Source: an optimization exercise on an open RTL-to-GDS flow (aim: small area and a short achievable clock period). Production flows keep margins and buffers that such runs may drop.
Only simulation tests tie the RTL to the original design; equivalence was not proved.
Power and IR drop assume default switching activity.

==> 10-01 <==
==> flow/design.v <==
`timescale 1ps/1ps
module armCPU_Pipelined (clk, rst, imem_addr, imem_rdata, dmem_addr, dmem_wdata, dmem_we, dmem_re, dmem_rdata);
	input  logic        clk, rst;
	output logic [63:0] imem_addr;
	input  logic [31:0] imem_rdata;
	output logic [63:0] dmem_addr;
	output logic [63:0] dmem_wdata;
	output logic        dmem_we;
	output logic        dmem_re;
	input  logic [63:0] dmem_rdata;
	logic [63:0] pc;
	logic [31:0] id_ins;
	logic        id_valid;           
	logic [30:0] id_s1, id_s2;       
	logic [63:0] id_pc;              
	logic        br_d1, br_d2;
	logic [63:0] ex_a;               
	logic [63:0] ex_b;               
	logic [11:0] ex_imm;             
	logic [4:0]  ex_rd, ex_rm;
	logic        ex_a_reg, ex_a_wb, ex_a_mem, ex_bl;
	logic        ex_b_reg, ex_b_wb, ex_b_mem;
	logic        ex_imm_sel;
	logic        ex_rw, ex_m2r, ex_mr, ex_mw, ex_sf, ex_sub;
	logic        fl_lt;
	logic [63:0] mem_res, mem_sd;
	logic [4:0]  mem_rd;
	logic        mem_rw, mem_m2r, mem_mr, mem_mw, mem_z;
	logic [63:0] wb_data;
	logic [4:0]  wb_rd;
	logic        wb_rw;
	logic [30:0][63:0] X;
	logic        rst_q;
	wire [10:0] op = id_ins[31:21];
	wire [4:0]  f_rd = id_ins[4:0];
	wire [4:0]  f_rn = id_ins[9:5];
	wire [4:0]  f_rm = id_ins[20:16];
	wire d_addi = (op[10:1] == 10'b1001000100);
	wire d_adds = (op == 11'b10101011000);
	wire d_subs = (op == 11'b11101011000);
	wire d_b    = (op[10:5] == 6'b000101);
	wire d_bl   = (op[10:5] == 6'b100101);
	wire d_br   = (op == 11'b11010110000);
	wire d_cbz  = (op[10:3] == 8'b10110100);
	wire d_blt  = (op[10:3] == 8'b01010100);
	wire d_ldur = (op == 11'b11111000010);
	wire d_stur = (op == 11'b11111000000);
	wire lu_hit = ex_mr & ((ex_rm == f_rn) | (ex_rm == f_rd));
	wire bubble = ~br_d1 & (br_d2 | lu_hit);
	wire kill   = bubble | ~id_valid;      
	wire ifid_we = ~br_d1 & (br_d2 | ~lu_hit);
	wire pc_we   = ~br_d1 & (br_d2 | ~lu_hit);
	wire flush   = br_d1;
	wire rd_ok = (f_rd != 5'd31);
	wire c_rw  = ~kill & rd_ok & (d_addi | d_adds | d_subs | d_bl | d_ldur);
	wire c_mr  = ~kill & d_ldur;
	wire c_mw  = ~kill & d_stur;
	wire c_sf  = ~kill & (d_adds | d_subs);
	wire [4:0] ra2 = id_ins[28] ? f_rd : f_rm;
	wire byp1 = wb_rw & (wb_rd == f_rn);
	wire byp2 = wb_rw & (wb_rd == ra2);
	wire [30:0] s1 = id_s1 & {31{~byp1}};
	wire [30:0] s2 = id_s2 & {31{~byp2 & ~d_bl}};
	logic [63:0] rd1, rd2;
	always_comb begin
		rd1 = wb_data & {64{byp1}};
		rd2 = (wb_data & {64{byp2 & ~d_bl}}) | (id_pc & {64{d_bl}});
		for (int r = 0; r < 31; r++) begin
			rd1 = rd1 | (X[r] & {64{s1[r]}});
			rd2 = rd2 | (X[r] & {64{s2[r]}});
		end
	end
	wire [4:0] nra1 = ifid_we ? imem_rdata[9:5] : f_rn;
	wire [4:0] nra2 = ifid_we ? (imem_rdata[28] ? imem_rdata[4:0] : imem_rdata[20:16]) : ra2;
	logic [30:0] ns1, ns2;
	always_comb
		for (int r = 0; r < 31; r++) begin
			ns1[r] = (nra1 == r);
			ns2[r] = (nra2 == r);
		end
	wire [63:0] opa = ({64{ex_a_reg}} & ex_a) | ({64{ex_a_wb}} & wb_data) | ({64{ex_a_mem}} & mem_res)
	                | {61'd0, ex_bl, 2'd0};
	wire [63:0] fwdb = ({64{ex_b_reg}} & ex_b) | ({64{ex_b_wb}} & wb_data) | ({64{ex_b_mem}} & mem_res);
	wire [63:0] opb = ex_imm_sel ? {{52{ex_imm[11]}}, ex_imm} : fwdb;
	wire [63:0] bb  = opb ^ {64{ex_sub}};
	logic [63:0] sum, sum_lo;
	logic        c62, c63, cq, cout, n_t, z_t, v_t, lt_t;
	always_comb begin
		sum_lo = {1'b0, opa[62:0]} + {1'b0, bb[62:0]} + {63'b0, ex_sub};
		c63 = sum_lo[63];
		c62 = sum_lo[62] ^ opa[62] ^ bb[62];
		cq = (ex_sub | ex_bl) ? c63 : c62;
		sum = {opa[63] ^ bb[63] ^ cq, sum_lo[62:0]};
		cout = (opa[63] & bb[63]) | (cq & (opa[63] ^ bb[63]));
		n_t = sum[63];
		v_t = c63 ^ cout;
	end
	logic [63:0] zk;
	always_comb begin
		zk[0] = ex_sub;
		for (int i = 1; i < 63; i++) zk[i] = opa[i-1] | bb[i-1];
		zk[63] = (ex_sub | ex_bl) ? (opa[62] | bb[62]) : (opa[61] | bb[61]);
	end
	assign z_t = &(~(opa ^ bb ^ zk));
	assign lt_t = ~z_t & (n_t ^ v_t);
	wire m_wb  = wb_rw & (wb_rd == f_rd);
	wire m_mem = mem_rw & (mem_rd == f_rd);
	wire m_ex  = ex_rw & (ex_rd == f_rd);
	wire s_mem = ~m_wb & m_mem;
	wire s_ex  = ~m_wb & ~m_mem & m_ex;
	wire s_rd2 = ~s_mem & ~s_ex;
	wire rt_zero = s_mem ? mem_z : (s_ex ? z_t : ~|rd2);
	wire blt_ok  = ex_sf ? lt_t : fl_lt;
	wire cond    = (d_cbz & rt_zero) | (d_blt & blt_ok);
	wire br_taken = ~kill & (d_b | d_bl | d_br | cond);
	wire [25:0] off  = (id_ins[30] | id_ins[29]) ? {{7{id_ins[23]}}, id_ins[23:5]} : id_ins[25:0];
	wire [63:0] target = id_pc + {{36{off[25]}}, off, 2'b00};
	wire [63:0] pc4 = pc + 64'd4;
	wire pc_go   = ~rst & pc_we;
	wire go      = pc_go & ~kill;
	wire p_hold  = ~rst & ~pc_we;
	wire p_sum   = go & d_br & s_ex;
	wire p_mem   = go & d_br & s_mem;
	wire p_rd2   = go & d_br & s_rd2;
	wire p_tgt   = go & (d_b | d_bl | cond);
	wire p_pc4   = pc_go & ~(~kill & (d_b | d_bl | d_br | cond));
	wire [63:0] pc_next = ({64{p_sum}} & sum) | ({64{p_mem}} & mem_res) | ({64{p_rd2}} & rd2)
	                    | ({64{p_tgt}} & target) | ({64{p_pc4}} & pc4) | ({64{p_hold}} & pc);
	wire [4:0] rm_f = d_stur ? f_rd : f_rm;
	wire na_wb  = mem_rw & (mem_rd == f_rn);
	wire na_mem = ex_rw & (ex_rd == f_rn);
	wire nb_wb  = mem_rw & (mem_rd == f_rm);
	wire nb_mem = ex_rw & (ex_rd == rm_f);
	always_ff @(posedge clk) begin
		pc <= pc_next;
		if (ifid_we) begin
			id_ins <= imem_rdata;
			id_pc  <= pc;
		end
		if (rst | flush)  id_valid <= 1'b0;
		else if (ifid_we) id_valid <= 1'b1;
		rst_q <= rst;
		id_s1 <= ns1;
		id_s2 <= ns2;
		if (rst) begin
			br_d1 <= 1'b0;
			br_d2 <= 1'b0;
		end else begin
			br_d1 <= br_taken;
			br_d2 <= br_d1;
		end
		ex_a     <= rd1;
		ex_b     <= rd2;
		ex_bl    <= d_bl;
		ex_imm   <= id_ins[30] ? {{3{id_ins[20]}}, id_ins[20:12]} : id_ins[21:10];
		ex_rd    <= d_bl ? 5'd30 : f_rd;
		ex_rm    <= f_rm;
		ex_a_wb  <= ~d_bl & na_wb;
		ex_a_mem <= ~d_bl & ~na_wb & na_mem;
		ex_a_reg <= ~d_bl & ~na_wb & ~na_mem;
		ex_b_wb  <= ~d_bl & nb_wb;
		ex_b_mem <= ~d_bl & ~nb_wb & nb_mem;
		ex_b_reg <= d_bl | (~nb_wb & ~nb_mem);
		ex_m2r   <= d_ldur;
		ex_sub   <= d_subs;
		ex_imm_sel <= d_addi | d_ldur | d_stur;
		if (rst) begin
			ex_rw <= 1'b0;
			ex_mr <= 1'b0;
			ex_mw <= 1'b0;
			ex_sf <= 1'b0;
		end else begin
			ex_rw <= c_rw;
			ex_mr <= c_mr;
			ex_mw <= c_mw;
			ex_sf <= c_sf;
		end
		if (rst)        fl_lt <= 1'b0;
		else if (ex_sf) fl_lt <= lt_t;
		mem_res <= sum;
		mem_sd  <= fwdb;
		mem_rd  <= ex_rd;
		mem_m2r <= ex_m2r;
		mem_z   <= z_t;
		if (rst) begin
			mem_rw <= 1'b0;
			mem_mr <= 1'b0;
			mem_mw <= 1'b0;
		end else begin
			mem_rw <= ex_rw;
			mem_mr <= ex_mr;
			mem_mw <= ex_mw;
		end
		wb_data <= rst ? 64'd0 : (mem_m2r ? dmem_rdata : mem_res);
		wb_rd   <= mem_rd;
		wb_rw   <= mem_rw;
	end
	wire [63:0] wr_data = wb_data;
	genvar r;
	generate
		for (r = 0; r < 31; r++) begin : rf
			wire wen = rst_q | (wb_rw & (wb_rd == r));
			always_ff @(posedge clk)
				if (wen) X[r] <= wr_data;
		end
	endgenerate
	assign imem_addr  = pc;
	assign dmem_addr  = mem_res;
	assign dmem_wdata = mem_sd;
	assign dmem_we    = mem_mw;
	assign dmem_re    = mem_mr;
endmodule
==> flow/flow/run.sh <==
#!/bin/bash
# Layout flow: the standard ORFS flow (standard.sh, synthesis unchanged) with
#  - input/output port buffers of sky130_fd_sc_hd__buf_4,
#  - timing repair aiming at a setup slack of 22.7 ns instead of 0.5 ns (the clock
#    period and the constraints are unchanged),
#  - clock-tree sink clusters of up to 25 sinks within 80 um,
#  - one site of padding around cells in placement, for easier detailed routing.
# make's output goes to flow.log; ORFS keeps each step's log under orfs/logs/.
set -uo pipefail
bash standard.sh \
  SETUP_SLACK_MARGIN=22.7 \
  "BUFFER_PORTS_ARGS=-buffer_cell sky130_fd_sc_hd__buf_4" \
  CTS_CLUSTER_SIZE=25 CTS_CLUSTER_DIAMETER=80 \
  CELL_PAD_IN_SITES_GLOBAL_PLACEMENT=1 CELL_PAD_IN_SITES_DETAIL_PLACEMENT=1 \
  finish > flow.log 2>&1
==> flow/standard.sh <==
#!/bin/bash
# synth_recipe.tcl (not shown) runs the flow's synth.tcl, then flattens the netlist and writes it again
# the make line also repeats each setting of config.mk as NAME=value (left out here)
make -C /OpenROAD-flow-scripts/flow DESIGN_CONFIG=/design/flow/config.mk WORK_HOME=/design/flow/orfs CLKGATE_MAP_FILE= SYNTH_SCRIPT=/design/flow/synth_recipe.tcl "${@:-finish}"
==> flow/config.mk <==
export PLATFORM = sky130hd
export DESIGN_NAME = armCPU_Pipelined
export DESIGN_NICKNAME = armCPU_Pipelined
export VERILOG_FILES = /design/flow/design.v
export SDC_FILE = /design/flow/constraint.sdc
export NUM_CORES = 8
export LEC_CHECK = 0
export CAP_MARGIN = 30
export CORE_MARGIN = 2
export CORE_UTILIZATION = 40
export SETUP_SLACK_MARGIN = 0.5
export SLEW_MARGIN = 40
==> flow/constraint.sdc <==
create_clock -name core_clock -period 30.0 [get_ports {clk}]
set_input_delay 6.0000 -clock core_clock [delete_from_list [all_inputs] [get_ports {clk}]]
set_output_delay 6.0000 -clock core_clock [all_outputs]
set_load 0.01 [all_outputs]
==> 06-24: changes against 10-01 <==
==> flow/flow/run.sh (replaced) <==
#!/bin/bash
# Layout flow: the standard ORFS flow (standard.sh, synthesis unchanged) with
#  - input/output port buffers of sky130_fd_sc_hd__buf_4,
#  - timing repair aiming at a setup slack of 22.7 ns instead of 0.5 ns (the clock
#    period and the constraints are unchanged),
#  - clock-tree sink clusters of up to 25 sinks within 80 um,
#  - one site of padding around cells in placement, for easier detailed routing,
#  - 55% core utilization, synthesis buffers removed before placement, and
#    15% slew and capacitance margins for repair.
# make's output goes to flow.log; ORFS keeps each step's log under orfs/logs/.
set -uo pipefail
bash standard.sh \
  SETUP_SLACK_MARGIN=22.7 \
  "BUFFER_PORTS_ARGS=-buffer_cell sky130_fd_sc_hd__buf_4" \
  CTS_CLUSTER_SIZE=25 CTS_CLUSTER_DIAMETER=80 \
  CELL_PAD_IN_SITES_GLOBAL_PLACEMENT=1 CELL_PAD_IN_SITES_DETAIL_PLACEMENT=1 \
  CORE_UTILIZATION=55 REMOVE_ABC_BUFFERS=1 SLEW_MARGIN=15 CAP_MARGIN=15 \
  finish > flow.log 2>&1
==> 09-17: changes against 10-01 <==
==> flow/flow/run.sh (replaced) <==
#!/bin/bash
# Layout flow: the standard ORFS flow (standard.sh, synthesis unchanged) with
#  - input/output port buffers of sky130_fd_sc_hd__buf_4,
#  - timing repair aiming at a setup slack of 23.0 ns instead of 0.5 ns (the clock
#    period and the constraints are unchanged),
#  - clock-tree sink clusters of up to 25 sinks within 80 um,
#  - one site of padding around cells in placement, for easier detailed routing,
#  - synthesis buffers removed before placement, and 15% slew and capacitance
#    margins for repair.
# make's output goes to flow.log; ORFS keeps each step's log under orfs/logs/.
set -uo pipefail
bash standard.sh \
  SETUP_SLACK_MARGIN=23.0 \
  "BUFFER_PORTS_ARGS=-buffer_cell sky130_fd_sc_hd__buf_4" \
  CTS_CLUSTER_SIZE=25 CTS_CLUSTER_DIAMETER=80 \
  CELL_PAD_IN_SITES_GLOBAL_PLACEMENT=1 CELL_PAD_IN_SITES_DETAIL_PLACEMENT=1 \
  REMOVE_ABC_BUFFERS=1 SLEW_MARGIN=15 CAP_MARGIN=15 \
  finish > flow.log 2>&1
==> notes.md <==
quantity	06-24	10-01	09-17
Status	no timing/DRC/antenna violations	no timing/DRC/antenna violations	no timing/DRC/antenna violations
GR met3 Demand/Resource	0.343	0.191	0.173
Routed wire per std cell	53.5 µm	53.5 µm	53.4 µm
Internal power contribution	6.58 mW	6.75 mW	6.67 mW
Non-clock buffers, area share	0.0612	0.0642	0.0688
Via total after detailed routing	109000	104000	104000
Maximum clock path buffer count	3	4	4
Post-placement cell area	121000 µm²	123000 µm²	123000 µm²
Wire length of the first global-routing pass	854 mm	910 mm	914 mm
Clock transition at the registers of the reported paths	0.10 ns	0.09 ns	0.10 ns
Resized cells post-CTS	587	612	861
Slowest library cell on the worst path	sky130_fd_sc_hd__fa_2	sky130_fd_sc_hd__dfxtp_2	sky130_fd_sc_hd__dfxtp_4
# nets final	9469	9530	9551
Number of post-CTS setup repair buffers	173	154	222
Clk tree area frac	0.0352	0.0403	0.0356
Maximum cell stage delay along the critical path	0.55 ns	0.32 ns	0.41 ns
CP Max Fanout	16	2	2
Number of buffers created by CTS	140	160	151
Buffers outside the clock class	838	879	903

[what the ideal ports hide]
The results above use ideal ports. As a check the final layouts listed here were re-extracted and re-timed, cells and wires unchanged.
Step 1 assumes that a clkbuf_16 drives the clock port and a buf_2 every other input.
Step 2 also shifts input and output timing later by t, the mid clock arrival at the registers, as if the neighbouring blocks saw the same clock.
a / b / c = ideal ports / drivers / drivers and shift; a / b = the first two.
run	shift t [ns]	slack for setup (ns)	worst register clock-pin slew, ns	worst slew at a driven data input, ns	cell pins on the clock port's net
10-01	0.985	22.513 / 22.412 / 21.605	0.11 / 0.11	0.21	1
06-24	0.974	22.461 / 22.461 / 21.589	0.11 / 0.11	0.16	1
09-17	1.009	22.571 / 22.458 / 21.657	0.11 / 0.11	0.11	1
After both steps every run listed still meets setup and hold. For 09-17, which loses most, drivers alone change the setup slack by -0.113 ns; drivers and shift together by -0.914 ns.
